What follows belongs to an exercise in optimizing a design on an open flow for small area; a production flow would make more cautious choices.
No functional check of the RTL was part of this run.
No driver is modelled on the clock port, so clocking that relies on it looks cheaper here than on a real chip.
No activity file was given, so power comes from the tool's default toggle rates.

## design/flow/standard.sh

```bash
#!/bin/bash
# synth_recipe.tcl (not shown) runs the flow's synth.tcl, then flattens the netlist and writes it again
# the make line also repeats each setting of config.mk as NAME=value (left out here)
make -C /OpenROAD-flow-scripts/flow DESIGN_CONFIG=/design/flow/config.mk WORK_HOME=/design/flow/orfs CLKGATE_MAP_FILE= SYNTH_SCRIPT=/design/flow/synth_recipe.tcl "${@:-finish}"
```

## design/flow/flow/run.sh

```bash
#!/bin/bash
# The standard layout (standard.sh), with these changes:
#  - synthesis maps to the x1 (or x0) size of every cell: the platform's
#    don't-use list plus the larger sizes (flow/synth_dont_use.txt); ABC
#    otherwise upsizes the one-gate modules for a load they do not have.
#    Placement and timing repair may still use every size;
#  - the port buffers are the smallest buffer cell (buf_1);
#  - clock tree: clkbuf_4 buffers and no dummy loads, then each clock buffer
#    is sized to the smallest clkbuf that keeps the slew at the flip-flop
#    clock pins under 120 ps (flow/clk_size.tcl).
# Each step's output goes to a log file of its own here; ORFS's own logs are
# under orfs/logs.
set -euo pipefail
R=orfs/results/sky130hd/ALU_top/base
bash standard.sh synth "DONT_USE_CELLS=$(cat flow/synth_dont_use.txt)" > synth.log 2>&1
export BUFFER_PORTS_ARGS="-buffer_cell sky130_fd_sc_hd__buf_1"
export CTS_ARGS="-sink_clustering_enable -repair_clock_nets -dont_use_dummy_load -buf_list sky130_fd_sc_hd__clkbuf_4"
bash standard.sh cts > place_cts.log 2>&1
ODB_IN=$R/4_cts.odb ODB_OUT=$R/4_cts.odb SDC_IN=$R/4_cts.sdc \
  LIB=$FLOW_HOME/platforms/sky130hd/lib/sky130_fd_sc_hd__tt_025C_1v80.lib \
  PLATFORM_DIR=$FLOW_HOME/platforms/sky130hd CLK_SLEW_TARGET=0.120 CLK_ROOT_SLEW_TARGET=0.25 \
  openroad -no_splash -exit flow/clk_size.tcl > clk_size.log 2>&1
bash standard.sh > route_finish.log 2>&1
```

## design/flow/design.v

```verilog
`timescale 1ns / 1ps
module ALU_top(
    input clk,
    input [31:0] a,
    input [31:0] b,
    input [3:0] f,
    output reg [31:0] y,
    output reg [3:0] zero
    );
    reg  [31:0] a_r, b_r;
    reg  [3:0]  f_r;
    wire [31:0] y_c;
    wire [3:0]  zero_c;
    ALU u_alu(.a(a_r), .b(b_r), .f(f_r), .y(y_c), .zero(zero_c));
    always @(posedge clk) begin
        a_r  <= a;
        b_r  <= b;
        f_r  <= f;
        y    <= y_c;
        zero <= zero_c;
    end
endmodule

`timescale 1ns / 1ps
module ALU(
   input signed [31:0] a, b,
   input [3:0] f,
   output signed [31:0] y,
   output [3:0] zero
   );
   wire bb0, p0, g0, bb1, pn1, gn1, bb2, p2, g2, bb3, pn3, gn3, bb4, p4, g4, bb5, pn5, gn5, bb6, p6, g6, qn0, yb0, cn1, l1, q1, y1, c2, qn2, y2, cn3, l3, q3, y3, c4, qn4, y4, cn5, l5, q5, y5, c6, qn6, y6, cn7, bb7, pn7, gn7, bb8, p8, g8, bb9, pn9, gn9, bb10, p10, g10, bb11, pn11, gn11, bb12, p12, g12, bb13, pn13, gn13, bb14, p14, g14, l7, q7, y7, c8, qn8, y8, cn9, l9, q9, y9, c10, qn10, y10, cn11, l11, q11, y11, c12, qn12, y12, cn13, l13, q13, y13, c14, qn14, y14, gx7, Gn7_8, G7_9, Gn7_10, G7_11, Gn7_12, G7_13, Gn7_14, Px7, Pw7, Pn7, C15, bb15, p15, g15, bb16, pn16, gn16, bb17, p17, g17, bb18, pn18, gn18, bb19, p19, g19, bb20, pn20, gn20, bb21, p21, g21, qn15, y15, cn16, l16, q16, y16, c17, qn17, y17, cn18, l18, q18, y18, c19, qn19, y19, cn20, l20, q20, y20, c21, qn21, y21, gx15, G15_16, Gn15_17, G15_18, Gn15_19, G15_20, Gn15_21, Px15, Pw15, P15, Cn22, bb22, pn22, gn22, bb23, p23, g23, bb24, pn24, gn24, bb25, p25, g25, bb26, pn26, gn26, bb27, p27, g27, l22, q22, y22, c23, qn23, y23, cn24, l24, q24, y24, c25, qn25, y25, cn26, l26, q26, y26, c27, qn27, y27, gx22, Gn22_23, G22_24, Gn22_25, G22_26, Gn22_27, Px22, Pw22, Pn22, C28, bb28, p28, g28, bb29, pn29, gn29, bb30, p30, g30, bb31, pn31, gn31, qn28, y28, cn29, l29, q29, y29, c30, qn30, y30, cn31, l31, q31, y31, c32, slt, y0, zf0, zf1, zf2, zf3, zf4, zf5, zf6, zf7, zf8, zf9, zf10, zn0, zn1, zn2, zr;
   wire K1, K2, K3, K1n, K2n, K3n, S7;
   alu_ctrl u_ctrl (.f(f), .K1(K1), .K2(K2), .K3(K3), .K1n(K1n), .K2n(K2n), .K3n(K3n), .S7(S7));
   g_xor2 u_bb0 (.a(b[0]), .b(f[2]), .y(bb0));
   g_xor2 u_p0 (.a(a[0]), .b(bb0), .y(p0));
   g_and2 u_g0 (.a(a[0]), .b(bb0), .y(g0));
   g_xor2 u_bb1 (.a(b[1]), .b(f[2]), .y(bb1));
   g_xnor2 u_pn1 (.a(a[1]), .b(bb1), .y(pn1));
   g_nand2 u_gn1 (.a(a[1]), .b(bb1), .y(gn1));
   g_xor2 u_bb2 (.a(b[2]), .b(f[2]), .y(bb2));
   g_xor2 u_p2 (.a(a[2]), .b(bb2), .y(p2));
   g_and2 u_g2 (.a(a[2]), .b(bb2), .y(g2));
   g_xor2 u_bb3 (.a(b[3]), .b(f[2]), .y(bb3));
   g_xnor2 u_pn3 (.a(a[3]), .b(bb3), .y(pn3));
   g_nand2 u_gn3 (.a(a[3]), .b(bb3), .y(gn3));
   g_xor2 u_bb4 (.a(b[4]), .b(f[2]), .y(bb4));
   g_xor2 u_p4 (.a(a[4]), .b(bb4), .y(p4));
   g_and2 u_g4 (.a(a[4]), .b(bb4), .y(g4));
   g_xor2 u_bb5 (.a(b[5]), .b(f[2]), .y(bb5));
   g_xnor2 u_pn5 (.a(a[5]), .b(bb5), .y(pn5));
   g_nand2 u_gn5 (.a(a[5]), .b(bb5), .y(gn5));
   g_xor2 u_bb6 (.a(b[6]), .b(f[2]), .y(bb6));
   g_xor2 u_p6 (.a(a[6]), .b(bb6), .y(p6));
   g_and2 u_g6 (.a(a[6]), .b(bb6), .y(g6));
   g_a222oi u_qn0 (.a1(K1), .a2(f[2]), .b1(K2), .b2(g0), .c1(K3), .c2(p0), .y(qn0));
   g_xnor2 u_yb0 (.a(p0), .b(qn0), .y(yb0));
   g_a21oi u_cn1 (.a1(p0), .a2(f[2]), .b1(g0), .y(cn1));
   g_o22ai u_l1 (.a1(K2n), .a2(gn1), .b1(K3n), .b2(pn1), .y(l1));
   g_o21bai u_q1 (.a1(K1n), .a2(cn1), .b1n(l1), .y(q1));
   g_xnor2 u_y1 (.a(pn1), .b(q1), .y(y1));
   g_o21ai u_c2 (.a1(pn1), .a2(cn1), .b1(gn1), .y(c2));
   g_a222oi u_qn2 (.a1(K1), .a2(c2), .b1(K2), .b2(g2), .c1(K3), .c2(p2), .y(qn2));
   g_xnor2 u_y2 (.a(p2), .b(qn2), .y(y2));
   g_a21oi u_cn3 (.a1(p2), .a2(c2), .b1(g2), .y(cn3));
   g_o22ai u_l3 (.a1(K2n), .a2(gn3), .b1(K3n), .b2(pn3), .y(l3));
   g_o21bai u_q3 (.a1(K1n), .a2(cn3), .b1n(l3), .y(q3));
   g_xnor2 u_y3 (.a(pn3), .b(q3), .y(y3));
   g_o21ai u_c4 (.a1(pn3), .a2(cn3), .b1(gn3), .y(c4));
   g_a222oi u_qn4 (.a1(K1), .a2(c4), .b1(K2), .b2(g4), .c1(K3), .c2(p4), .y(qn4));
   g_xnor2 u_y4 (.a(p4), .b(qn4), .y(y4));
   g_a21oi u_cn5 (.a1(p4), .a2(c4), .b1(g4), .y(cn5));
   g_o22ai u_l5 (.a1(K2n), .a2(gn5), .b1(K3n), .b2(pn5), .y(l5));
   g_o21bai u_q5 (.a1(K1n), .a2(cn5), .b1n(l5), .y(q5));
   g_xnor2 u_y5 (.a(pn5), .b(q5), .y(y5));
   g_o21ai u_c6 (.a1(pn5), .a2(cn5), .b1(gn5), .y(c6));
   g_a222oi u_qn6 (.a1(K1), .a2(c6), .b1(K2), .b2(g6), .c1(K3), .c2(p6), .y(qn6));
   g_xnor2 u_y6 (.a(p6), .b(qn6), .y(y6));
   g_a21oi u_cn7 (.a1(p6), .a2(c6), .b1(g6), .y(cn7));
   g_xor2 u_bb7 (.a(b[7]), .b(f[2]), .y(bb7));
   g_xnor2 u_pn7 (.a(a[7]), .b(bb7), .y(pn7));
   g_nand2 u_gn7 (.a(a[7]), .b(bb7), .y(gn7));
   g_xor2 u_bb8 (.a(b[8]), .b(f[2]), .y(bb8));
   g_xor2 u_p8 (.a(a[8]), .b(bb8), .y(p8));
   g_and2 u_g8 (.a(a[8]), .b(bb8), .y(g8));
   g_xor2 u_bb9 (.a(b[9]), .b(f[2]), .y(bb9));
   g_xnor2 u_pn9 (.a(a[9]), .b(bb9), .y(pn9));
   g_nand2 u_gn9 (.a(a[9]), .b(bb9), .y(gn9));
   g_xor2 u_bb10 (.a(b[10]), .b(f[2]), .y(bb10));
   g_xor2 u_p10 (.a(a[10]), .b(bb10), .y(p10));
   g_and2 u_g10 (.a(a[10]), .b(bb10), .y(g10));
   g_xor2 u_bb11 (.a(b[11]), .b(f[2]), .y(bb11));
   g_xnor2 u_pn11 (.a(a[11]), .b(bb11), .y(pn11));
   g_nand2 u_gn11 (.a(a[11]), .b(bb11), .y(gn11));
   g_xor2 u_bb12 (.a(b[12]), .b(f[2]), .y(bb12));
   g_xor2 u_p12 (.a(a[12]), .b(bb12), .y(p12));
   g_and2 u_g12 (.a(a[12]), .b(bb12), .y(g12));
   g_xor2 u_bb13 (.a(b[13]), .b(f[2]), .y(bb13));
   g_xnor2 u_pn13 (.a(a[13]), .b(bb13), .y(pn13));
   g_nand2 u_gn13 (.a(a[13]), .b(bb13), .y(gn13));
   g_xor2 u_bb14 (.a(b[14]), .b(f[2]), .y(bb14));
   g_xor2 u_p14 (.a(a[14]), .b(bb14), .y(p14));
   g_and2 u_g14 (.a(a[14]), .b(bb14), .y(g14));
   g_o22ai u_l7 (.a1(K2n), .a2(gn7), .b1(K3n), .b2(pn7), .y(l7));
   g_o21bai u_q7 (.a1(K1n), .a2(cn7), .b1n(l7), .y(q7));
   g_xnor2 u_y7 (.a(pn7), .b(q7), .y(y7));
   g_o21ai u_c8 (.a1(pn7), .a2(cn7), .b1(gn7), .y(c8));
   g_a222oi u_qn8 (.a1(K1), .a2(c8), .b1(K2), .b2(g8), .c1(K3), .c2(p8), .y(qn8));
   g_xnor2 u_y8 (.a(p8), .b(qn8), .y(y8));
   g_a21oi u_cn9 (.a1(p8), .a2(c8), .b1(g8), .y(cn9));
   g_o22ai u_l9 (.a1(K2n), .a2(gn9), .b1(K3n), .b2(pn9), .y(l9));
   g_o21bai u_q9 (.a1(K1n), .a2(cn9), .b1n(l9), .y(q9));
   g_xnor2 u_y9 (.a(pn9), .b(q9), .y(y9));
   g_o21ai u_c10 (.a1(pn9), .a2(cn9), .b1(gn9), .y(c10));
   g_a222oi u_qn10 (.a1(K1), .a2(c10), .b1(K2), .b2(g10), .c1(K3), .c2(p10), .y(qn10));
   g_xnor2 u_y10 (.a(p10), .b(qn10), .y(y10));
   g_a21oi u_cn11 (.a1(p10), .a2(c10), .b1(g10), .y(cn11));
   g_o22ai u_l11 (.a1(K2n), .a2(gn11), .b1(K3n), .b2(pn11), .y(l11));
   g_o21bai u_q11 (.a1(K1n), .a2(cn11), .b1n(l11), .y(q11));
   g_xnor2 u_y11 (.a(pn11), .b(q11), .y(y11));
   g_o21ai u_c12 (.a1(pn11), .a2(cn11), .b1(gn11), .y(c12));
   g_a222oi u_qn12 (.a1(K1), .a2(c12), .b1(K2), .b2(g12), .c1(K3), .c2(p12), .y(qn12));
   g_xnor2 u_y12 (.a(p12), .b(qn12), .y(y12));
   g_a21oi u_cn13 (.a1(p12), .a2(c12), .b1(g12), .y(cn13));
   g_o22ai u_l13 (.a1(K2n), .a2(gn13), .b1(K3n), .b2(pn13), .y(l13));
   g_o21bai u_q13 (.a1(K1n), .a2(cn13), .b1n(l13), .y(q13));
   g_xnor2 u_y13 (.a(pn13), .b(q13), .y(y13));
   g_o21ai u_c14 (.a1(pn13), .a2(cn13), .b1(gn13), .y(c14));
   g_a222oi u_qn14 (.a1(K1), .a2(c14), .b1(K2), .b2(g14), .c1(K3), .c2(p14), .y(qn14));
   g_xnor2 u_y14 (.a(p14), .b(qn14), .y(y14));
   g_and2 u_gx7 (.a(a[7]), .b(bb7), .y(gx7));
   g_a21oi u_Gn7_8 (.a1(p8), .a2(gx7), .b1(g8), .y(Gn7_8));
   g_o21ai u_G7_9 (.a1(pn9), .a2(Gn7_8), .b1(gn9), .y(G7_9));
   g_a21oi u_Gn7_10 (.a1(p10), .a2(G7_9), .b1(g10), .y(Gn7_10));
   g_o21ai u_G7_11 (.a1(pn11), .a2(Gn7_10), .b1(gn11), .y(G7_11));
   g_a21oi u_Gn7_12 (.a1(p12), .a2(G7_11), .b1(g12), .y(Gn7_12));
   g_o21ai u_G7_13 (.a1(pn13), .a2(Gn7_12), .b1(gn13), .y(G7_13));
   g_a21oi u_Gn7_14 (.a1(p14), .a2(G7_13), .b1(g14), .y(Gn7_14));
   g_nand4 u_Px7 (.a(p8), .b(p10), .c(p12), .d(p14), .y(Px7));
   g_nor4 u_Pw7 (.a(pn7), .b(pn9), .c(pn11), .d(pn13), .y(Pw7));
   g_nand2b u_Pn7 (.an(Px7), .b(Pw7), .y(Pn7));
   g_o21ai u_C15 (.a1(Pn7), .a2(cn7), .b1(Gn7_14), .y(C15));
   g_xor2 u_bb15 (.a(b[15]), .b(f[2]), .y(bb15));
   g_xor2 u_p15 (.a(a[15]), .b(bb15), .y(p15));
   g_and2 u_g15 (.a(a[15]), .b(bb15), .y(g15));
   g_xor2 u_bb16 (.a(b[16]), .b(f[2]), .y(bb16));
   g_xnor2 u_pn16 (.a(a[16]), .b(bb16), .y(pn16));
   g_nand2 u_gn16 (.a(a[16]), .b(bb16), .y(gn16));
   g_xor2 u_bb17 (.a(b[17]), .b(f[2]), .y(bb17));
   g_xor2 u_p17 (.a(a[17]), .b(bb17), .y(p17));
   g_and2 u_g17 (.a(a[17]), .b(bb17), .y(g17));
   g_xor2 u_bb18 (.a(b[18]), .b(f[2]), .y(bb18));
   g_xnor2 u_pn18 (.a(a[18]), .b(bb18), .y(pn18));
   g_nand2 u_gn18 (.a(a[18]), .b(bb18), .y(gn18));
   g_xor2 u_bb19 (.a(b[19]), .b(f[2]), .y(bb19));
   g_xor2 u_p19 (.a(a[19]), .b(bb19), .y(p19));
   g_and2 u_g19 (.a(a[19]), .b(bb19), .y(g19));
   g_xor2 u_bb20 (.a(b[20]), .b(f[2]), .y(bb20));
   g_xnor2 u_pn20 (.a(a[20]), .b(bb20), .y(pn20));
   g_nand2 u_gn20 (.a(a[20]), .b(bb20), .y(gn20));
   g_xor2 u_bb21 (.a(b[21]), .b(f[2]), .y(bb21));
   g_xor2 u_p21 (.a(a[21]), .b(bb21), .y(p21));
   g_and2 u_g21 (.a(a[21]), .b(bb21), .y(g21));
   g_a222oi u_qn15 (.a1(K1), .a2(C15), .b1(K2), .b2(g15), .c1(K3), .c2(p15), .y(qn15));
   g_xnor2 u_y15 (.a(p15), .b(qn15), .y(y15));
   g_a21oi u_cn16 (.a1(p15), .a2(C15), .b1(g15), .y(cn16));
   g_o22ai u_l16 (.a1(K2n), .a2(gn16), .b1(K3n), .b2(pn16), .y(l16));
   g_o21bai u_q16 (.a1(K1n), .a2(cn16), .b1n(l16), .y(q16));
   g_xnor2 u_y16 (.a(pn16), .b(q16), .y(y16));
   g_o21ai u_c17 (.a1(pn16), .a2(cn16), .b1(gn16), .y(c17));
   g_a222oi u_qn17 (.a1(K1), .a2(c17), .b1(K2), .b2(g17), .c1(K3), .c2(p17), .y(qn17));
   g_xnor2 u_y17 (.a(p17), .b(qn17), .y(y17));
   g_a21oi u_cn18 (.a1(p17), .a2(c17), .b1(g17), .y(cn18));
   g_o22ai u_l18 (.a1(K2n), .a2(gn18), .b1(K3n), .b2(pn18), .y(l18));
   g_o21bai u_q18 (.a1(K1n), .a2(cn18), .b1n(l18), .y(q18));
   g_xnor2 u_y18 (.a(pn18), .b(q18), .y(y18));
   g_o21ai u_c19 (.a1(pn18), .a2(cn18), .b1(gn18), .y(c19));
   g_a222oi u_qn19 (.a1(K1), .a2(c19), .b1(K2), .b2(g19), .c1(K3), .c2(p19), .y(qn19));
   g_xnor2 u_y19 (.a(p19), .b(qn19), .y(y19));
   g_a21oi u_cn20 (.a1(p19), .a2(c19), .b1(g19), .y(cn20));
   g_o22ai u_l20 (.a1(K2n), .a2(gn20), .b1(K3n), .b2(pn20), .y(l20));
   g_o21bai u_q20 (.a1(K1n), .a2(cn20), .b1n(l20), .y(q20));
   g_xnor2 u_y20 (.a(pn20), .b(q20), .y(y20));
   g_o21ai u_c21 (.a1(pn20), .a2(cn20), .b1(gn20), .y(c21));
   g_a222oi u_qn21 (.a1(K1), .a2(c21), .b1(K2), .b2(g21), .c1(K3), .c2(p21), .y(qn21));
   g_xnor2 u_y21 (.a(p21), .b(qn21), .y(y21));
   g_nand2 u_gx15 (.a(a[15]), .b(bb15), .y(gx15));
   g_o21ai u_G15_16 (.a1(pn16), .a2(gx15), .b1(gn16), .y(G15_16));
   g_a21oi u_Gn15_17 (.a1(p17), .a2(G15_16), .b1(g17), .y(Gn15_17));
   g_o21ai u_G15_18 (.a1(pn18), .a2(Gn15_17), .b1(gn18), .y(G15_18));
   g_a21oi u_Gn15_19 (.a1(p19), .a2(G15_18), .b1(g19), .y(Gn15_19));
   g_o21ai u_G15_20 (.a1(pn20), .a2(Gn15_19), .b1(gn20), .y(G15_20));
   g_a21oi u_Gn15_21 (.a1(p21), .a2(G15_20), .b1(g21), .y(Gn15_21));
   g_nand4 u_Px15 (.a(p15), .b(p17), .c(p19), .d(p21), .y(Px15));
   g_nor3 u_Pw15 (.a(pn16), .b(pn18), .c(pn20), .y(Pw15));
   g_nor2b u_P15 (.a(Px15), .bn(Pw15), .y(P15));
   g_a21boi u_Cn22 (.a1(P15), .a2(C15), .b1n(Gn15_21), .y(Cn22));
   g_xor2 u_bb22 (.a(b[22]), .b(f[2]), .y(bb22));
   g_xnor2 u_pn22 (.a(a[22]), .b(bb22), .y(pn22));
   g_nand2 u_gn22 (.a(a[22]), .b(bb22), .y(gn22));
   g_xor2 u_bb23 (.a(b[23]), .b(f[2]), .y(bb23));
   g_xor2 u_p23 (.a(a[23]), .b(bb23), .y(p23));
   g_and2 u_g23 (.a(a[23]), .b(bb23), .y(g23));
   g_xor2 u_bb24 (.a(b[24]), .b(f[2]), .y(bb24));
   g_xnor2 u_pn24 (.a(a[24]), .b(bb24), .y(pn24));
   g_nand2 u_gn24 (.a(a[24]), .b(bb24), .y(gn24));
   g_xor2 u_bb25 (.a(b[25]), .b(f[2]), .y(bb25));
   g_xor2 u_p25 (.a(a[25]), .b(bb25), .y(p25));
   g_and2 u_g25 (.a(a[25]), .b(bb25), .y(g25));
   g_xor2 u_bb26 (.a(b[26]), .b(f[2]), .y(bb26));
   g_xnor2 u_pn26 (.a(a[26]), .b(bb26), .y(pn26));
   g_nand2 u_gn26 (.a(a[26]), .b(bb26), .y(gn26));
   g_xor2 u_bb27 (.a(b[27]), .b(f[2]), .y(bb27));
   g_xor2 u_p27 (.a(a[27]), .b(bb27), .y(p27));
   g_and2 u_g27 (.a(a[27]), .b(bb27), .y(g27));
   g_o22ai u_l22 (.a1(K2n), .a2(gn22), .b1(K3n), .b2(pn22), .y(l22));
   g_o21bai u_q22 (.a1(K1n), .a2(Cn22), .b1n(l22), .y(q22));
   g_xnor2 u_y22 (.a(pn22), .b(q22), .y(y22));
   g_o21ai u_c23 (.a1(pn22), .a2(Cn22), .b1(gn22), .y(c23));
   g_a222oi u_qn23 (.a1(K1), .a2(c23), .b1(K2), .b2(g23), .c1(K3), .c2(p23), .y(qn23));
   g_xnor2 u_y23 (.a(p23), .b(qn23), .y(y23));
   g_a21oi u_cn24 (.a1(p23), .a2(c23), .b1(g23), .y(cn24));
   g_o22ai u_l24 (.a1(K2n), .a2(gn24), .b1(K3n), .b2(pn24), .y(l24));
   g_o21bai u_q24 (.a1(K1n), .a2(cn24), .b1n(l24), .y(q24));
   g_xnor2 u_y24 (.a(pn24), .b(q24), .y(y24));
   g_o21ai u_c25 (.a1(pn24), .a2(cn24), .b1(gn24), .y(c25));
   g_a222oi u_qn25 (.a1(K1), .a2(c25), .b1(K2), .b2(g25), .c1(K3), .c2(p25), .y(qn25));
   g_xnor2 u_y25 (.a(p25), .b(qn25), .y(y25));
   g_a21oi u_cn26 (.a1(p25), .a2(c25), .b1(g25), .y(cn26));
   g_o22ai u_l26 (.a1(K2n), .a2(gn26), .b1(K3n), .b2(pn26), .y(l26));
   g_o21bai u_q26 (.a1(K1n), .a2(cn26), .b1n(l26), .y(q26));
   g_xnor2 u_y26 (.a(pn26), .b(q26), .y(y26));
   g_o21ai u_c27 (.a1(pn26), .a2(cn26), .b1(gn26), .y(c27));
   g_a222oi u_qn27 (.a1(K1), .a2(c27), .b1(K2), .b2(g27), .c1(K3), .c2(p27), .y(qn27));
   g_xnor2 u_y27 (.a(p27), .b(qn27), .y(y27));
   g_and2 u_gx22 (.a(a[22]), .b(bb22), .y(gx22));
   g_a21oi u_Gn22_23 (.a1(p23), .a2(gx22), .b1(g23), .y(Gn22_23));
   g_o21ai u_G22_24 (.a1(pn24), .a2(Gn22_23), .b1(gn24), .y(G22_24));
   g_a21oi u_Gn22_25 (.a1(p25), .a2(G22_24), .b1(g25), .y(Gn22_25));
   g_o21ai u_G22_26 (.a1(pn26), .a2(Gn22_25), .b1(gn26), .y(G22_26));
   g_a21oi u_Gn22_27 (.a1(p27), .a2(G22_26), .b1(g27), .y(Gn22_27));
   g_nand3 u_Px22 (.a(p23), .b(p25), .c(p27), .y(Px22));
   g_nor3 u_Pw22 (.a(pn22), .b(pn24), .c(pn26), .y(Pw22));
   g_nand2b u_Pn22 (.an(Px22), .b(Pw22), .y(Pn22));
   g_o21ai u_C28 (.a1(Pn22), .a2(Cn22), .b1(Gn22_27), .y(C28));
   g_xor2 u_bb28 (.a(b[28]), .b(f[2]), .y(bb28));
   g_xor2 u_p28 (.a(a[28]), .b(bb28), .y(p28));
   g_and2 u_g28 (.a(a[28]), .b(bb28), .y(g28));
   g_xor2 u_bb29 (.a(b[29]), .b(f[2]), .y(bb29));
   g_xnor2 u_pn29 (.a(a[29]), .b(bb29), .y(pn29));
   g_nand2 u_gn29 (.a(a[29]), .b(bb29), .y(gn29));
   g_xor2 u_bb30 (.a(b[30]), .b(f[2]), .y(bb30));
   g_xor2 u_p30 (.a(a[30]), .b(bb30), .y(p30));
   g_and2 u_g30 (.a(a[30]), .b(bb30), .y(g30));
   g_xor2 u_bb31 (.a(b[31]), .b(f[2]), .y(bb31));
   g_xnor2 u_pn31 (.a(a[31]), .b(bb31), .y(pn31));
   g_nand2 u_gn31 (.a(a[31]), .b(bb31), .y(gn31));
   g_a222oi u_qn28 (.a1(K1), .a2(C28), .b1(K2), .b2(g28), .c1(K3), .c2(p28), .y(qn28));
   g_xnor2 u_y28 (.a(p28), .b(qn28), .y(y28));
   g_a21oi u_cn29 (.a1(p28), .a2(C28), .b1(g28), .y(cn29));
   g_o22ai u_l29 (.a1(K2n), .a2(gn29), .b1(K3n), .b2(pn29), .y(l29));
   g_o21bai u_q29 (.a1(K1n), .a2(cn29), .b1n(l29), .y(q29));
   g_xnor2 u_y29 (.a(pn29), .b(q29), .y(y29));
   g_o21ai u_c30 (.a1(pn29), .a2(cn29), .b1(gn29), .y(c30));
   g_a222oi u_qn30 (.a1(K1), .a2(c30), .b1(K2), .b2(g30), .c1(K3), .c2(p30), .y(qn30));
   g_xnor2 u_y30 (.a(p30), .b(qn30), .y(y30));
   g_a21oi u_cn31 (.a1(p30), .a2(c30), .b1(g30), .y(cn31));
   g_o22ai u_l31 (.a1(K2n), .a2(gn31), .b1(K3n), .b2(pn31), .y(l31));
   g_o21bai u_q31 (.a1(K1n), .a2(cn31), .b1n(l31), .y(q31));
   g_xnor2 u_y31 (.a(pn31), .b(q31), .y(y31));
   g_o21ai u_c32 (.a1(pn31), .a2(cn31), .b1(gn31), .y(c32));
   g_xnor2 u_slt (.a(pn31), .b(c32), .y(slt));
   g_a21o u_y0 (.a1(S7), .a2(slt), .b1(yb0), .y(y0));
   g_nor2 u_zf0 (.a(y21), .b(y27), .y(zf0));
   g_nor2 u_zf1 (.a(y14), .b(y20), .y(zf1));
   g_nor2 u_zf2 (.a(y26), .b(y31), .y(zf2));
   g_nor2 u_zf3 (.a(y13), .b(y19), .y(zf3));
   g_nor2 u_zf4 (.a(y25), .b(y30), .y(zf4));
   g_nor3 u_zf5 (.a(y12), .b(y18), .c(y24), .y(zf5));
   g_nor3 u_zf6 (.a(y29), .b(y11), .c(y17), .y(zf6));
   g_nor3 u_zf7 (.a(y23), .b(y28), .c(y10), .y(zf7));
   g_nor4 u_zf8 (.a(y16), .b(y22), .c(y9), .d(y15), .y(zf8));
   g_nor4 u_zf9 (.a(y8), .b(y7), .c(y6), .d(y5), .y(zf9));
   g_nor4 u_zf10 (.a(y4), .b(y3), .c(y2), .d(y1), .y(zf10));
   g_nand4 u_zn0 (.a(zf0), .b(zf1), .c(zf2), .d(zf3), .y(zn0));
   g_nand4 u_zn1 (.a(zf4), .b(zf5), .c(zf6), .d(zf7), .y(zn1));
   g_nand3 u_zn2 (.a(zf8), .b(zf9), .c(zf10), .y(zn2));
   g_nor4 u_zr (.a(y0), .b(zn0), .c(zn1), .d(zn2), .y(zr));
   assign y = {y31, y30, y29, y28, y27, y26, y25, y24, y23, y22, y21, y20, y19, y18, y17, y16, y15, y14, y13, y12, y11, y10, y9, y8, y7, y6, y5, y4, y3, y2, y1, y0};
   assign zero = {3'b000, zr};
endmodule
module alu_ctrl(input [3:0] f, output K1, K2, K3, K1n, K2n, K3n, S7);
   assign K1 = ~f[3] & f[1] & ~f[0];
   assign K2 = ~f[3] & ~f[1];
   assign K3 = f[3] | (~f[1] & ~f[0]) | (f[2] & f[1] & f[0]);
   assign K1n = ~(~f[3] & f[1] & ~f[0]);
   assign K2n = ~(~f[3] & ~f[1]);
   assign K3n = ~(f[3] | (~f[1] & ~f[0]) | (f[2] & f[1] & f[0]));
   assign S7 = ~f[3] & f[2] & f[1] & f[0];
endmodule
module g_a21boi(input a1, a2, b1n, output y);
   assign y = ~((a1 & a2) | ~b1n);
endmodule
module g_a21o(input a1, a2, b1, output y);
   assign y = (a1 & a2) | b1;
endmodule
module g_a21oi(input a1, a2, b1, output y);
   assign y = ~((a1 & a2) | b1);
endmodule
module g_a222oi(input a1, a2, b1, b2, c1, c2, output y);
   assign y = ~((a1 & a2) | (b1 & b2) | (c1 & c2));
endmodule
module g_and2(input a, b, output y);
   assign y = ~(~a | ~b);
endmodule
module g_nand2(input a, b, output y);
   assign y = ~(a & b);
endmodule
module g_nand2b(input an, b, output y);
   assign y = ~(~an & b);
endmodule
module g_nand3(input a, b, c, output y);
   assign y = ~(a & b & c);
endmodule
module g_nand4(input a, b, c, d, output y);
   assign y = ~(a & b & c & d);
endmodule
module g_nor2(input a, b, output y);
   assign y = ~(a | b);
endmodule
module g_nor2b(input a, bn, output y);
   assign y = ~(a | ~bn);
endmodule
module g_nor3(input a, b, c, output y);
   assign y = ~(a | b | c);
endmodule
module g_nor4(input a, b, c, d, output y);
   assign y = ~(a | b | c | d);
endmodule
module g_o21ai(input a1, a2, b1, output y);
   assign y = ~((a1 | a2) & b1);
endmodule
module g_o21bai(input a1, a2, b1n, output y);
   assign y = ~((a1 | a2) & ~b1n);
endmodule
module g_o22ai(input a1, a2, b1, b2, output y);
   assign y = ~((a1 | a2) & (b1 | b2));
endmodule
module g_xnor2(input a, b, output y);
   assign y = (a & b) | (~a & ~b);
endmodule
module g_xor2(input a, b, output y);
   assign y = (a & ~b) | (~a & b);
endmodule
```

## design/flow/flow/synth_dont_use.txt

```
sky130_fd_sc_hd__probe_p_8 sky130_fd_sc_hd__probec_p_8 sky130_fd_sc_hd__lpflow_bleeder_1 sky130_fd_sc_hd__lpflow_clkbufkapwr_1 sky130_fd_sc_hd__lpflow_clkbufkapwr_16 sky130_fd_sc_hd__lpflow_clkbufkapwr_2 sky130_fd_sc_hd__lpflow_clkbufkapwr_4 sky130_fd_sc_hd__lpflow_clkbufkapwr_8 sky130_fd_sc_hd__lpflow_clkinvkapwr_1 sky130_fd_sc_hd__lpflow_clkinvkapwr_16 sky130_fd_sc_hd__lpflow_clkinvkapwr_2 sky130_fd_sc_hd__lpflow_clkinvkapwr_4 sky130_fd_sc_hd__lpflow_clkinvkapwr_8 sky130_fd_sc_hd__lpflow_decapkapwr_12 sky130_fd_sc_hd__lpflow_decapkapwr_3 sky130_fd_sc_hd__lpflow_decapkapwr_4 sky130_fd_sc_hd__lpflow_decapkapwr_6 sky130_fd_sc_hd__lpflow_decapkapwr_8 sky130_fd_sc_hd__lpflow_inputiso0n_1 sky130_fd_sc_hd__lpflow_inputiso0p_1 sky130_fd_sc_hd__lpflow_inputiso1n_1 sky130_fd_sc_hd__lpflow_inputiso1p_1 sky130_fd_sc_hd__lpflow_inputisolatch_1 sky130_fd_sc_hd__lpflow_isobufsrc_1 sky130_fd_sc_hd__lpflow_isobufsrc_16 sky130_fd_sc_hd__lpflow_isobufsrc_2 sky130_fd_sc_hd__lpflow_isobufsrc_4 sky130_fd_sc_hd__lpflow_isobufsrc_8 sky130_fd_sc_hd__lpflow_isobufsrckapwr_16 sky130_fd_sc_hd__lpflow_lsbuf_lh_hl_isowell_tap_1 sky130_fd_sc_hd__lpflow_lsbuf_lh_hl_isowell_tap_2 sky130_fd_sc_hd__lpflow_lsbuf_lh_hl_isowell_tap_4 sky130_fd_sc_hd__lpflow_lsbuf_lh_isowell_4 sky130_fd_sc_hd__lpflow_lsbuf_lh_isowell_tap_1 sky130_fd_sc_hd__lpflow_lsbuf_lh_isowell_tap_2 sky130_fd_sc_hd__lpflow_lsbuf_lh_isowell_tap_4 sky130_fd_sc_hd__a2111o_2 sky130_fd_sc_hd__a2111o_4 sky130_fd_sc_hd__a2111oi_2 sky130_fd_sc_hd__a2111oi_4 sky130_fd_sc_hd__a211o_2 sky130_fd_sc_hd__a211o_4 sky130_fd_sc_hd__a211oi_2 sky130_fd_sc_hd__a211oi_4 sky130_fd_sc_hd__a21bo_2 sky130_fd_sc_hd__a21bo_4 sky130_fd_sc_hd__a21boi_2 sky130_fd_sc_hd__a21boi_4 sky130_fd_sc_hd__a21o_2 sky130_fd_sc_hd__a21o_4 sky130_fd_sc_hd__a21oi_2 sky130_fd_sc_hd__a21oi_4 sky130_fd_sc_hd__a221o_2 sky130_fd_sc_hd__a221o_4 sky130_fd_sc_hd__a221oi_2 sky130_fd_sc_hd__a221oi_4 sky130_fd_sc_hd__a22o_2 sky130_fd_sc_hd__a22o_4 sky130_fd_sc_hd__a22oi_2 sky130_fd_sc_hd__a22oi_4 sky130_fd_sc_hd__a2bb2o_2 sky130_fd_sc_hd__a2bb2o_4 sky130_fd_sc_hd__a2bb2oi_2 sky130_fd_sc_hd__a2bb2oi_4 sky130_fd_sc_hd__a311o_2 sky130_fd_sc_hd__a311o_4 sky130_fd_sc_hd__a311oi_2 sky130_fd_sc_hd__a311oi_4 sky130_fd_sc_hd__a31o_2 sky130_fd_sc_hd__a31o_4 sky130_fd_sc_hd__a31oi_2 sky130_fd_sc_hd__a31oi_4 sky130_fd_sc_hd__a32o_2 sky130_fd_sc_hd__a32o_4 sky130_fd_sc_hd__a32oi_2 sky130_fd_sc_hd__a32oi_4 sky130_fd_sc_hd__a41o_2 sky130_fd_sc_hd__a41o_4 sky130_fd_sc_hd__a41oi_2 sky130_fd_sc_hd__a41oi_4 sky130_fd_sc_hd__and2_2 sky130_fd_sc_hd__and2_4 sky130_fd_sc_hd__and2b_2 sky130_fd_sc_hd__and2b_4 sky130_fd_sc_hd__and3_2 sky130_fd_sc_hd__and3_4 sky130_fd_sc_hd__and3b_2 sky130_fd_sc_hd__and3b_4 sky130_fd_sc_hd__and4_2 sky130_fd_sc_hd__and4_4 sky130_fd_sc_hd__and4b_2 sky130_fd_sc_hd__and4b_4 sky130_fd_sc_hd__and4bb_2 sky130_fd_sc_hd__and4bb_4 sky130_fd_sc_hd__buf_12 sky130_fd_sc_hd__buf_16 sky130_fd_sc_hd__buf_2 sky130_fd_sc_hd__buf_6 sky130_fd_sc_hd__buf_8 sky130_fd_sc_hd__bufbuf_16 sky130_fd_sc_hd__bufbuf_8 sky130_fd_sc_hd__bufinv_16 sky130_fd_sc_hd__bufinv_8 sky130_fd_sc_hd__clkbuf_16 sky130_fd_sc_hd__clkbuf_2 sky130_fd_sc_hd__clkbuf_4 sky130_fd_sc_hd__clkbuf_8 sky130_fd_sc_hd__clkdlybuf4s15_2 sky130_fd_sc_hd__clkdlybuf4s18_2 sky130_fd_sc_hd__clkdlybuf4s25_2 sky130_fd_sc_hd__clkdlybuf4s50_2 sky130_fd_sc_hd__clkinv_16 sky130_fd_sc_hd__clkinv_2 sky130_fd_sc_hd__clkinv_4 sky130_fd_sc_hd__clkinv_8 sky130_fd_sc_hd__clkinvlp_2 sky130_fd_sc_hd__clkinvlp_4 sky130_fd_sc_hd__decap_12 sky130_fd_sc_hd__decap_3 sky130_fd_sc_hd__decap_4 sky130_fd_sc_hd__decap_6 sky130_fd_sc_hd__decap_8 sky130_fd_sc_hd__dfbbn_2 sky130_fd_sc_hd__dfrbp_2 sky130_fd_sc_hd__dfrtp_2 sky130_fd_sc_hd__dfrtp_4 sky130_fd_sc_hd__dfsbp_2 sky130_fd_sc_hd__dfstp_2 sky130_fd_sc_hd__dfstp_4 sky130_fd_sc_hd__dfxbp_2 sky130_fd_sc_hd__dfxtp_2 sky130_fd_sc_hd__dfxtp_4 sky130_fd_sc_hd__diode_2 sky130_fd_sc_hd__dlclkp_2 sky130_fd_sc_hd__dlclkp_4 sky130_fd_sc_hd__dlrbn_2 sky130_fd_sc_hd__dlrbp_2 sky130_fd_sc_hd__dlrtn_2 sky130_fd_sc_hd__dlrtn_4 sky130_fd_sc_hd__dlrtp_2 sky130_fd_sc_hd__dlrtp_4 sky130_fd_sc_hd__dlxbn_2 sky130_fd_sc_hd__dlxtn_2 sky130_fd_sc_hd__dlxtn_4 sky130_fd_sc_hd__ebufn_2 sky130_fd_sc_hd__ebufn_4 sky130_fd_sc_hd__ebufn_8 sky130_fd_sc_hd__einvn_2 sky130_fd_sc_hd__einvn_4 sky130_fd_sc_hd__einvn_8 sky130_fd_sc_hd__einvp_2 sky130_fd_sc_hd__einvp_4 sky130_fd_sc_hd__einvp_8 sky130_fd_sc_hd__fa_2 sky130_fd_sc_hd__fa_4 sky130_fd_sc_hd__ha_2 sky130_fd_sc_hd__ha_4 sky130_fd_sc_hd__inv_12 sky130_fd_sc_hd__inv_16 sky130_fd_sc_hd__inv_2 sky130_fd_sc_hd__inv_4 sky130_fd_sc_hd__inv_6 sky130_fd_sc_hd__inv_8 sky130_fd_sc_hd__maj3_2 sky130_fd_sc_hd__maj3_4 sky130_fd_sc_hd__mux2_2 sky130_fd_sc_hd__mux2_4 sky130_fd_sc_hd__mux2_8 sky130_fd_sc_hd__mux2i_2 sky130_fd_sc_hd__mux2i_4 sky130_fd_sc_hd__mux4_2 sky130_fd_sc_hd__mux4_4 sky130_fd_sc_hd__nand2_2 sky130_fd_sc_hd__nand2_4 sky130_fd_sc_hd__nand2_8 sky130_fd_sc_hd__nand2b_2 sky130_fd_sc_hd__nand2b_4 sky130_fd_sc_hd__nand3_2 sky130_fd_sc_hd__nand3_4 sky130_fd_sc_hd__nand3b_2 sky130_fd_sc_hd__nand3b_4 sky130_fd_sc_hd__nand4_2 sky130_fd_sc_hd__nand4_4 sky130_fd_sc_hd__nand4b_2 sky130_fd_sc_hd__nand4b_4 sky130_fd_sc_hd__nand4bb_2 sky130_fd_sc_hd__nand4bb_4 sky130_fd_sc_hd__nor2_2 sky130_fd_sc_hd__nor2_4 sky130_fd_sc_hd__nor2_8 sky130_fd_sc_hd__nor2b_2 sky130_fd_sc_hd__nor2b_4 sky130_fd_sc_hd__nor3_2 sky130_fd_sc_hd__nor3_4 sky130_fd_sc_hd__nor3b_2 sky130_fd_sc_hd__nor3b_4 sky130_fd_sc_hd__nor4_2 sky130_fd_sc_hd__nor4_4 sky130_fd_sc_hd__nor4b_2 sky130_fd_sc_hd__nor4b_4 sky130_fd_sc_hd__nor4bb_2 sky130_fd_sc_hd__nor4bb_4 sky130_fd_sc_hd__o2111a_2 sky130_fd_sc_hd__o2111a_4 sky130_fd_sc_hd__o2111ai_2 sky130_fd_sc_hd__o2111ai_4 sky130_fd_sc_hd__o211a_2 sky130_fd_sc_hd__o211a_4 sky130_fd_sc_hd__o211ai_2 sky130_fd_sc_hd__o211ai_4 sky130_fd_sc_hd__o21a_2 sky130_fd_sc_hd__o21a_4 sky130_fd_sc_hd__o21ai_2 sky130_fd_sc_hd__o21ai_4 sky130_fd_sc_hd__o21ba_2 sky130_fd_sc_hd__o21ba_4 sky130_fd_sc_hd__o21bai_2 sky130_fd_sc_hd__o21bai_4 sky130_fd_sc_hd__o221a_2 sky130_fd_sc_hd__o221a_4 sky130_fd_sc_hd__o221ai_2 sky130_fd_sc_hd__o221ai_4 sky130_fd_sc_hd__o22a_2 sky130_fd_sc_hd__o22a_4 sky130_fd_sc_hd__o22ai_2 sky130_fd_sc_hd__o22ai_4 sky130_fd_sc_hd__o2bb2a_2 sky130_fd_sc_hd__o2bb2a_4 sky130_fd_sc_hd__o2bb2ai_2 sky130_fd_sc_hd__o2bb2ai_4 sky130_fd_sc_hd__o311a_2 sky130_fd_sc_hd__o311a_4 sky130_fd_sc_hd__o311ai_2 sky130_fd_sc_hd__o311ai_4 sky130_fd_sc_hd__o31a_2 sky130_fd_sc_hd__o31a_4 sky130_fd_sc_hd__o31ai_2 sky130_fd_sc_hd__o31ai_4 sky130_fd_sc_hd__o32a_2 sky130_fd_sc_hd__o32a_4 sky130_fd_sc_hd__o32ai_2 sky130_fd_sc_hd__o32ai_4 sky130_fd_sc_hd__o41a_2 sky130_fd_sc_hd__o41a_4 sky130_fd_sc_hd__o41ai_2 sky130_fd_sc_hd__o41ai_4 sky130_fd_sc_hd__or2_2 sky130_fd_sc_hd__or2_4 sky130_fd_sc_hd__or2b_2 sky130_fd_sc_hd__or2b_4 sky130_fd_sc_hd__or3_2 sky130_fd_sc_hd__or3_4 sky130_fd_sc_hd__or3b_2 sky130_fd_sc_hd__or3b_4 sky130_fd_sc_hd__or4_2 sky130_fd_sc_hd__or4_4 sky130_fd_sc_hd__or4b_2 sky130_fd_sc_hd__or4b_4 sky130_fd_sc_hd__or4bb_2 sky130_fd_sc_hd__or4bb_4 sky130_fd_sc_hd__sdfbbn_2 sky130_fd_sc_hd__sdfrbp_2 sky130_fd_sc_hd__sdfrtp_2 sky130_fd_sc_hd__sdfrtp_4 sky130_fd_sc_hd__sdfsbp_2 sky130_fd_sc_hd__sdfstp_2 sky130_fd_sc_hd__sdfstp_4 sky130_fd_sc_hd__sdfxbp_2 sky130_fd_sc_hd__sdfxtp_2 sky130_fd_sc_hd__sdfxtp_4 sky130_fd_sc_hd__sdlclkp_2 sky130_fd_sc_hd__sdlclkp_4 sky130_fd_sc_hd__sedfxbp_2 sky130_fd_sc_hd__sedfxtp_2 sky130_fd_sc_hd__sedfxtp_4 sky130_fd_sc_hd__xnor2_2 sky130_fd_sc_hd__xnor2_4 sky130_fd_sc_hd__xnor3_2 sky130_fd_sc_hd__xnor3_4 sky130_fd_sc_hd__xor2_2 sky130_fd_sc_hd__xor2_4 sky130_fd_sc_hd__xor3_2 sky130_fd_sc_hd__xor3_4
```

## design/flow/config.mk

```make
export PLATFORM = sky130hd
export DESIGN_NAME = ALU_top
export DESIGN_NICKNAME = ALU_top
export VERILOG_FILES = /design/flow/design.v
export SDC_FILE = /design/flow/constraint.sdc
export NUM_CORES = 4
export LEC_CHECK = 0
export CAP_MARGIN = 20
export CORE_MARGIN = 2
export CORE_UTILIZATION = 70
export SLEW_MARGIN = 20
export SYNTH_HIERARCHICAL = 1
export SYNTH_MINIMUM_KEEP_SIZE = 1
```

## design/flow/flow/clk_size.tcl

```tcl
# Sizes each clock buffer to the smallest clkbuf that keeps the slew at the
# pins it drives under a target, leaves first, then re-legalizes placement.
read_db $::env(ODB_IN)
read_liberty $::env(LIB)
read_sdc $::env(SDC_IN)
source $::env(PLATFORM_DIR)/setRC.tcl
set_propagated_clock [all_clocks]
estimate_parasitics -placement
set target $::env(CLK_SLEW_TARGET)
set sizes {sky130_fd_sc_hd__clkbuf_1 sky130_fd_sc_hd__clkbuf_2 sky130_fd_sc_hd__clkbuf_4 sky130_fd_sc_hd__clkbuf_8 sky130_fd_sc_hd__clkbuf_16}
proc load_slew {inst} {
  set mx 0
  set out [get_pins -of_objects [get_cells $inst] -filter "direction == output"]
  set net [get_nets -of_objects $out]
  foreach p [get_pins -of_objects $net -filter "direction == input"] {
    set s [get_property $p slew_max]
    if {$s > $mx} { set mx $s }
  }
  return $mx
}
proc drives_flops {inst} {
  set out [get_pins -of_objects [get_cells $inst] -filter "direction == output"]
  set net [get_nets -of_objects $out]
  foreach p [get_pins -of_objects $net -filter "direction == input"] {
    if {[string match *CLK [get_full_name $p]]} { return 1 }
  }
  return 0
}
set bufs {}
foreach i [get_cells -hierarchical *] {
  if {[string match *clkbuf* [get_property $i ref_name]]} { lappend bufs [get_full_name $i] }
}
set leaves {}; set others {}
foreach b $bufs { if {[drives_flops $b]} { lappend leaves $b } else { lappend others $b } }
foreach pass {1 2} {
  foreach b [concat $leaves $others] {
    set t [expr {[lsearch $leaves $b] >= 0 ? $target : $::env(CLK_ROOT_SLEW_TARGET)}]
    foreach s $sizes {
      replace_cell [get_cells $b] [get_lib_cells */$s]
      estimate_parasitics -placement
      if {[load_slew $b] <= $t} { break }
    }
    puts "clock buffer $b: [get_property [get_cells $b] ref_name] slew [load_slew $b]"
  }
}
detailed_placement
check_placement
estimate_parasitics -placement
set mx 0
foreach p [get_pins -hierarchical */CLK] { set s [get_property $p slew_max]; if {$s > $mx} {set mx $s} }
puts "max flop clock slew $mx"
write_db $::env(ODB_OUT)
```

## design/flow/constraint.sdc

```tcl
create_clock -name core_clock -period 4.5 [get_ports {clk}]
set_input_delay 0.9000 -clock core_clock [delete_from_list [all_inputs] [get_ports {clk}]]
set_output_delay 0.9000 -clock core_clock [all_outputs]
set_load 0.01 [all_outputs]
```

==> summary.txt <==
[worst register-to-register path, delay by kind of cell, from the launching register on]
family           cells  cell delay (ns)
flip-flops           1             0.39
AND/OR/NAND/NOR      3             0.55
XOR/XNOR             3             0.75
AO/OA/AOI/OAI       14             2.59
[state kept, by name (all words and copies together), names as in the netlist]
| name | flops |
|---|---|
| y | 32 |
| f_r | 4 |
| b_r | 32 |
| zero | 1 |
| a_r | 32 |
[final timing paths]
kind | from | to | cells after the start
max reg2reg | f_r[2]$_DFF_P_ | zero[0]$_DFF_P_ | 20
min reg2reg | a_r[23]$_DFF_P_ | y[23]$_DFF_P_ | 2
max | f_r[2]$_DFF_P_ | zero[0]$_DFF_P_ | 20
min | b[16] | b_r[16]$_DFF_P_ | 1
[modules after synthesis (local to each module, per instance), excerpt]
module    cells inside  copies in the design  cell area [µm²]  flip-flops and latches
ALU_top            105                     1             2050                     101
alu_ctrl             9                     1             52.6                       0
g_a21boi             1                     1             7.51                       0
g_a21o               1                     1             7.51                       0
g_a21oi              1                    24             5.00                       0
g_a222oi             1                    17             10.0                       0
g_and2               1                    19             6.26                       0
g_nand2b             1                     2             6.26                       0
g_nand3              1                     2             5.00                       0
g_nor2               1                     5             3.75                       0
g_nor3               1                     5             5.00                       0
g_o21ai              1                    25             5.00                       0
g_o21bai             1                    15             7.51                       0
g_o22ai              1                    15             6.26                       0
g_xor2               1                    49             8.76                       0
[what timing repair did]
action                     4_1_cts  5_1_grt
setup endpoints to repair        0        1
resized for setup                0       20
setup buffers                    0        0
[layer usage]
layer | GRT usage | routed length [µm] | up-vias | part of all wire
met5 | 0 | 0 | - | 0
met4 | 0.163 | 280 | 0 | 0.029
met3 | 0.0828 | 976 | 36 | 0.10
met2 | 0.523 | 4890 | 228 | 0.51
met1 | 0.329 | 3470 | 1546 | 0.36
li1 | - | - | 1521 | -
[area by class of cell]
class / instances / area, µm² / area share
tap: 72 / 90.1 / 0.0196
sequential: 101 / 2020 / 0.440
multi-input combinational: 264 / 1970 / 0.428
inverter: 2 / 7.51 / 0.00163
clock buffer: 9 / 98.8 / 0.0215
timing repair buffer: 104 / 409 / 0.0890
[power by group]
part	leakage, µW	internal [µW]	total, µW	switching (µW)
clock	0.0000544	140	393	253
sequential	0.000852	1020	1080	53.7
combinational	0.000773	230	598	368
[layout by cell type, fill, tap and decap left out, types with 3 or more instances in the layout]
| master | count |
|---|---|
| a222oi_1 | 17 |
| o22ai_1 | 15 |
| o21bai_1 | 15 |
| xor2_1 | 43 |
| dfxtp_1 | 100 |
| conb_1 | 3 |
| a21oi_2 | 8 |
| buf_1 | 101 |
| o21ai_1 | 24 |
| nor3_1 | 5 |
| and2_1 | 19 |
| nor2_1 | 6 |
| clkbuf_4 | 4 |
| nor4_1 | 4 |
| nand4_1 | 4 |
| xnor2_1 | 48 |
| a21oi_1 | 16 |
| xor2_2 | 5 |
| clkbuf_8 | 5 |
| nand2_1 | 16 |
[per-stage QoR]
stage | instance area, µm² | setup WS [ns] | std cells
after floorplan | 3900 | 0.393 | 370
after global routing | 4600 | -0.129 | 552
after detailed placement | 4390 | 0.235 | 543
after global placement | 4380 | 0.493 | 543
final | 4600 | 0.149 | 552
after CTS | 4460 | 0.207 | 552
[cells by family (layout without fill, tap and decap cells)]
kind of cell | Yosys count | count (layout) | synth area share
AO/OA/AOI/OAI | 98 | 98 | 0.164
XOR/XNOR | 97 | 97 | 0.218
buffers and inverters | 5 | 115 | 0.00771
flip-flops | 101 | 101 | 0.519
other | 1 | 3 | 0.000963
AND/OR/NAND/NOR | 66 | 66 | 0.0906
==> summary.md <==
| Metric | Value |
|---|---|
| Run status | `no timing/DRC/antenna violations` |
| Final Core Density | `0.845` |
| Drt drc | `0` |
| HP Class | `in -> reg` |
| Initial antenna violation count | `0` |
| Worst-Margin Slew | `0.901 ns` |
| Yosys warns | `7` |
| Mapped Cells | `368` |
| Total Wirelength | `9620 µm` |
| Ys flop type | `dfxtp_1` |
| Slew HR | `0.398` |
| Synth area leader | `dfxtp_1` |
| Most common cell on crit path | `o21ai_1` |
| Register bit total from synthesis | `101` |
| Filler Cell Count | `312` |
| CTS HTree Levels | `3` |
| Root Driver | `clkbuf_4` |
| Post-Syn Area | `3890 µm²` |
| WL/cell | `17.4 µm` |
| Avg Inst Size Synth | `10.6 µm²` |
| Pins Over Slew Limit | `0` |
| Largest net degree at the start of global routing | `19` |
| NumNets Final | `551` |
| CTS sink count | `101` |
| Crit Path Max Fanout | `5` |
| Slowest stage delay, CP | `0.42 ns` |
| Port bufs | `101` |
| Worst setup EP type | `flop` |
| Clk buf depth | `2` |
| Routability cong. | `0.949` |
| Worst EP required | `4.86 ns` |
| Post-synth EDFFs | `0` |
| Core ar. | `5440 µm²` |
| Skew-Pair Late Insertion Delay | `0.44 ns` |
| First-pass GRT wire length | `14200 µm` |
| Final Critical Period | `4.35 ns` |
| Routed via count | `3331` |
| Total GRT Usage | `0.300` |
| PwrDens | `450 nW/µm²` |
| Total die area | `6180 µm²` |
| Final Setup Violations | `0` |
| FF-to-FF setup slack | `0.15 ns` |
| Crit path buf inv count | `0` |
| Top-count cell post-synth | `dfxtp_1` |
| Post-DP HPWL | `6720 µm` |
| # IOs | `105` |
| Die Y | `78.6 µm` |
| Grt total ovfl | `0` |
| Max-cap violation count | `0` |
| Commonest cells post-synth | `dfxtp_1, xor2_1, xnor2_1` |
| Max rail drop VDD | `0.347 mV` |
| Area grow syn2layout | `18.0%` |
| Sequential share of the synthesized area | `0.519` |
| Chip width | `78.6 µm` |
| Yosys top cell area share | `0.519` |
| WS Path Type | `reg -> reg` |
| Number of global-route vias before repair | `3195` |
| Total negative slack | `0 ns` |
| Clock-pin transition on the worst setup and hold timing paths | `0.11 ns` |
| Static Leakage | `0.00168 µW` |
| FP Rows | `27` |
| Post-synth ARST share | `0` |
| Detailed Route Iter0 Violations | `345` |
| Fmax | `230 MHz` |
| Power, Total | `2070 µW` |
| Critical path's top delay family | `compound AO/OA/AOI/OAI gates` |
| Share of layout cells above drive strength 1 | `0.0667` |
| Antenna viol nets, final | `0` |
| Crit path cell chain | `xor2_1 -> xnor2_1 -> o21ai_1 -> a21oi_2 -> o21ai_1 -> a21oi_2 -> o21ai_1 -> a21oi_2 -> o21ai_1 -> a21oi_2 -> o21ai_1 -> a21oi_1 -> o21ai_1 -> a21oi_2 -> o21ai_1 -> a222oi_1 -> xnor2_1 -> nor2_1 -> nand4_1 -> nor4_2` |
| Final-report hold violation count | `0` |
| WHS | `0.536 ns` |
| Slowest CP cell | `a222oi_1` |
| Worst endpoint data arrival time | `4.71 ns` |
| CTS buffer count | `9` |
| Clock skew | `0.0332 ns` |
| Distinct cells, synth | `27` |
| Period utilization | `0.967` |
| Via density | `6.03` |
| ANT cells | `0` |
| CP startpoint kind | `flop` |
| 1st-pass router iterations | `7` |
| TritonCTS clock tree | `yes` |
| Hold buffer count at CTS | `0` |
| Top post-synthesis cells by area | `dfxtp_1, xor2_1, xnor2_1, a222oi_1, o21ai_1` |
| Starting Density | `0.716` |

[re-timing with driven ports]
The flow's constraints put no driver on any port. The routed layout listed below was extracted and timed again, unchanged, in two steps. Step 1: set_driving_cell puts a clkbuf_16 on clk and a buf_2 on each other input, an assumption about the parent block. Step 2 adds t to the input delays and takes it off the output delays; t is the mean of the earliest and latest rising clock arrival at the registers after step 1. Input paths then give back, and output paths get back, about the clock's delay inside the block. Three values: ideal, step 1, step 2; two values: the first two.
t, ns: 0.454
setup WS [ns]: 0.149 / 0.149 / 0.149
worst hold slack (ns): 0.536 / 0.535 / 0.676
worst setup path at the end: register to register
worst data-port slew with drivers (ns): 0.04
After both steps this run still meets setup and hold. The setup slack of this run moves by 0.000 ns with the drivers and by 0.000 ns with both steps.
